Context: an optimization exercise on an open-source flow, tuned for small area. The choices shown serve that exercise and are no tape-out recipe. Only simulation tests tie the RTL to the original design; equivalence was not proved. No activity file was given, so power comes from the tool's default toggle rates.

--- design.v ---
`timescale 1ns / 1ps
module it_b_ginv
#(parameter 
d_limit_bits = 32,  
d_frac = 26,
d_int = 6
) 
(
input wire clk, reset, b_enable, b_reset,  
input wire ginv_enable, 
input wire signed [31:0] g_11, g_12, g_22,  
input wire [11:0] im1_pixel, im2_pixel,  
input wire signed [15:0] ir, delayed_ic,  
output wire signed [d_limit_bits-1:0] dr, dc,
output wire valid_det
);
reg signed [11:0] delay1_im1, delay1_im2;
reg signed [11:0] delay2_im1, delay2_im2;
always@(posedge clk, posedge reset)
begin
    if(reset)
    begin
        delay1_im1 <= 12'd0;
        delay1_im2 <= 12'd0;
    end
    else
    begin
        delay1_im1 <= im1_pixel;
        delay1_im2 <= im2_pixel; 
    end    
end
always@(posedge clk, posedge reset)
begin
    if(reset)
    begin
        delay2_im1 <= 16'd0;
        delay2_im2 <= 16'd0;
    end
    else
    begin
        delay2_im1 <=  delay1_im1;
        delay2_im2 <=  delay1_im2; 
    end    
end
wire signed [63:0] ginv_11, ginv_12, ginv_22;
reg signed [31:0] br, bc;
wire signed [12:0] temp_It; 
wire signed [15:0] It; 
assign temp_It = b_enable ? (delay2_im1 - delay2_im2) : 16'd0; 
assign It = {{3{temp_It[12]}}, temp_It};
wire signed [31:0] prod1, prod2;  
always@(posedge clk, posedge reset)
begin
    if(reset)
    begin
        br <= 32'd0;
        bc <= 32'd0;
    end
    else if(b_reset)
    begin
        br <= 32'd0;
        bc <= 32'd0;
    end
    else
    begin
        if(b_enable)
        begin
            br <= br + prod1; 
            bc <= bc + prod2;
        end
        else
        begin
            br <= br; 
            bc <= bc;
        end
    end
end
assign prod1 = (ir * It);  
assign prod2 = (delayed_ic * It);  
wire signed [31:0] g11, g12, g22;
assign g11 = ginv_enable ? g_11 : 32'd0;
assign g12 = ginv_enable ? g_12 : 32'd0;
assign g22 = ginv_enable ? g_22 : 32'd0;
wire signed [63:0] detG; 
wire signed [63:0] detprod1, detprod2; 
assign detprod1 = g11*g22;  
assign detprod2 = g12*g12; 
assign detG = detprod1 - detprod2; 
assign valid_det = ~(detG == 64'd0);
wire signed [63:0]g11_temp, g12_temp, g22_temp;
assign g11_temp = g11<<32; 
assign g12_temp = g12<<32;  
assign g22_temp = g22<<32; 
wire signed [63:0] temp; 
assign temp = g12_temp/detG; 
assign ginv_11 = valid_det ? ((g22_temp)/detG) : 64'd0; 
assign ginv_12 = valid_det ? (-temp) : 64'd0;  
assign ginv_22 = valid_det ? ((g11_temp)/detG) : 64'd0; 
wire signed [63:0] dr_temp, dc_temp;  
assign dc_temp = ginv_11*br + ginv_12*bc;  
assign dr_temp = ginv_12*br + ginv_22*bc; 
assign dr = {dr_temp[37:32], dr_temp[31-:d_frac]};
assign dc = {dc_temp[37:32], dc_temp[31-:d_frac]};
endmodule
--- run.sh ---
#!/bin/bash
# synth_recipe.tcl (not shown) runs the flow's synth.tcl, then flattens the netlist and writes it again
# the make line also repeats each setting of config.mk as NAME=value (left out here)
make -C /OpenROAD-flow-scripts/flow DESIGN_CONFIG=/design/flow/config.mk WORK_HOME=/design/flow/orfs CLKGATE_MAP_FILE= SYNTH_SCRIPT=/design/flow/synth_recipe.tcl finish
--- config.mk ---
export PLATFORM = sky130hd
export DESIGN_NAME = it_b_ginv
export DESIGN_NICKNAME = it_b_ginv
export VERILOG_FILES = /design/flow/design.v
export SDC_FILE = /design/flow/constraint.sdc
export NUM_CORES = 8
export LEC_CHECK = 0
export CAP_MARGIN = 20
export CORE_MARGIN = 2
export CORE_UTILIZATION = 40
export SLEW_MARGIN = 20
--- constraint.sdc ---
create_clock -name core_clock -period 700.0 [get_ports {clk}]
set_input_delay 140.0000 -clock core_clock [delete_from_list [all_inputs] [get_ports {clk}]]
set_output_delay 140.0000 -clock core_clock [all_outputs]
set_load 0.01 [all_outputs]
==> run notes <==
WHS Path Cells 0; worst setup path class primary input to output pin; post-synthesis cell count 76900; post-synthesis sequential area ratio 0.512%; delay of the slowest critical-path stage 1090 ps; setup repair after global routing missed its margin no; Slew Viols, Final 0; ys async rst share 100%; WP data arrival 461190 ps; nets 88600; initial DRC count 70600; starting density of the core 40.1%; end of the worst hold path delay2_im1[2]; Seq. pwr 13.3 µW; final setup fails 0; relative slew slack 7.83%; Tot Pwr 714000 µW; Logic pwr share 100.0%; post-CTS setup buffers 0; Core Rows 429; clock network power share 0%; Post-synth EDFFs 0; VDD IR max 4.66 mV; Post-synth top cells 9285 x nand2_1, 8103 x inv_1, 7283 x ha_1, 7121 x nor2_1, 5762 x a21oi_1; Max Fclk 0.00166 GHz; Max power group combinational cells; syn avg cell area 7.11 µm²; CP max stage cell a211oi_1; post-synth top area cell fa_1; sequential cell area 2860 µm²; post-route clock skew 13.3 ps; clock buffer count from CTS 9; area grow syn2layout 5.83%; Routability Congestion 1.08; Clock Latency Late Sink 380 ps; status timing/DRC/antenna clean; global-route wire length before repair 4100000 µm; switching power share of the total 63.6%; total global-route track usage 40.5%; most frequent cell after synthesis nand2_1; Die ar. 1380000 µm²; Routed WL 2910000 µm; setup slack, reg-to-reg 687370 ps; I/O Buffers 221; layout cells sized above 1 5.36%; synth warn 1; Sequential Power Share 0%; pre-CTS setup slack 109340 ps; I/O Pins 222; Final Cycle Share 85.9%; worst hold path class flop to flop; worst path bufs/invs 66; FF-to-FF End br[31]; Clock net power 5.46 µW; MaxCap Viol Count 0; Yosys reg bits 112; initial antenna violation count 319; WP depth 1091; placed inst area 578000 µm²; Horiz. Die Dim 1170 µm; GRT Residual Overflow 0; crit path capture type output pin; Critical Path End dc[31]; Power Density 1230 nW/µm²; critical path launch point type primary input; Top FF cell, synth dfrtp_1; Worst Path Required 560000 ps; Worst Max-Slew Pin Slew 1370 ps; Mapped Area 547000 µm²; min-delay src delay1_im1[2]; setup ws final 98810 ps; Antenna Violating Nets Remaining 0; vias in the first global route 566000; drt drc 0; worst-case clock buffer depth 2; DP Wirelength 2380000 µm; # resized after CTS 0; distinct cell type count after synthesis 128; area of the multi-input gates 506000 µm²; Layout fillers 144000; # hold bufs at CTS 0; Core Region 1360000 µm²; CTS tree built; Net Sw Power 454000 µW; R2R Path Start delay2_im1[0]; leak pwr 0.293 µW; Setup TNS 0 ps; worst reg2reg path depth 57; P_comb 714000 µW; Internal 260000 µW; clock tree sinks 112; Reg clk slew, reported paths 80 ps; top post-synthesis cells by area fa_1 19%, ha_1 17%, nand2_1 6.4%; area share of the largest cell type after synthesis 18.8%; crit-path leading delay family compound AO/OA/AOI/OAI gates; post-route cell area 579000 µm²; vias 597000; WL/cell 30.9 µm; Root Buffer clkbuf_16; H-tree depth 3; Via-to-Cell Ratio 6.33; Die Y 1170 µm; largest net degree at the start of global routing 196; crit-path max FO 118; DR pass1 iterations 9; Final min period 601190 ps; Critical path origin ginv_enable; net count after synthesis 89500; Fin. Hold Viols 0; Crit path top cell by count o21ai_0
[layout by cell type, fill, tap and decap left out, types with 464 or more instances in the layout]
| cell type | count |
|---|---|
| nand2_1 | 9260 |
| inv_1 | 8055 |
| ha_1 | 7279 |
| nor2_1 | 7026 |
| a21oi_1 | 5744 |
| fa_1 | 5142 |
| o21ai_0 | 4351 |
| xnor2_1 | 3048 |
| a21o_1 | 2680 |
| and3_1 | 1947 |
| buf_4 | 1749 |
| nor3_1 | 1737 |
| nand3_1 | 1633 |
| xor2_1 | 1601 |
| o21a_1 | 1523 |
| a31oi_1 | 915 |
| and2_1 | 908 |
| nand2b_1 | 854 |
| nor2b_1 | 752 |
| nand4_1 | 702 |
| mux2_2 | 695 |
| o21bai_1 | 676 |
| or3_1 | 589 |
| a21boi_0 | 583 |
| or2_2 | 468 |
| o31ai_1 | 464 |
[logic make-up after synthesis]
| family | count (synthesis) | synth area share (%) |
|---|---|---|
| simple gates | 27000 | 22.8 |
| compound gates | 20600 | 24.0 |
| fa+ha+maj | 12400 | 35.5 |
| buf+inv | 11000 | 7.59 |
| xor+xnor | 4776 | 7.68 |
| mux | 969 | 1.93 |
| flops | 112 | 0.512 |
[layout make-up]
type / count / share of cell area (%)
timing repair buffer: 1999 / 2.70
clock inverter: 7 / 0.0149
multi-input combinational: 65700 / 87.4
antenna: 226 / 0.0977
tap: 18100 / 3.91
inverter: 8124 / 5.31
sequential: 112 / 0.494
clock buffer: 9 / 0.0389
[through the flow]
step / hold slack [ps] / cells / util (%)
after floorplan: 331 / 76900 / -
after global placement: 334 / 94100 / 42.3
after detailed placement: 335 / 94100 / 42.4
after CTS: 352 / 94100 / 42.4
after global routing: 356 / 94100 / 42.4
final: 353 / 94300 / 42.4
[routing by layer]
layer	wire length (µm)	vias up	global-route usage (%)	share of wire, %
met5	1180	-	0	0.041
met4	294000	168	32.7	10
met1	1090000	288000	49.2	38
li1	-	264000	-	-
met2	1200000	35300	60.6	41
met3	325000	9407	10.2	11
[registers in the layout, indices dropped and copies added (netlist names)]
name,cells
delay2_im2,12
delay1_im2,12
delay2_im1,12
br,32
delay1_im1,12
bc,32

[port drivers added, routing unchanged]
The flow's constraints put no driver on any port. The routed layout listed below was extracted and timed again, unchanged, in two steps. Step 1 (the two cells are an assumption about what drives the block):
set clk [get_ports {clk}]
set_driving_cell -lib_cell sky130_fd_sc_hd__clkbuf_16 $clk
set_driving_cell -lib_cell sky130_fd_sc_hd__buf_2 [delete_from_list [all_inputs] $clk]
Step 2 adds t to the input delays and takes it off the output delays; t is the mean of the earliest and latest rising clock arrival at the registers after step 1. Input paths then give back, and output paths get back, about the clock's delay inside the block. a / b / c = no drivers / after step 1 / after step 2; a / b = the first two.
t, ns: 0.416
setup WS [ns]: 98.806 / 98.760 / 98.760
clock arrival spread, ns: 0.013 / 0.014
pins driven straight from the clock port: 1
After both steps this run still meets setup and hold. For this run, drivers alone change the setup slack by -0.046 ns; drivers and shift together by -0.046 ns.
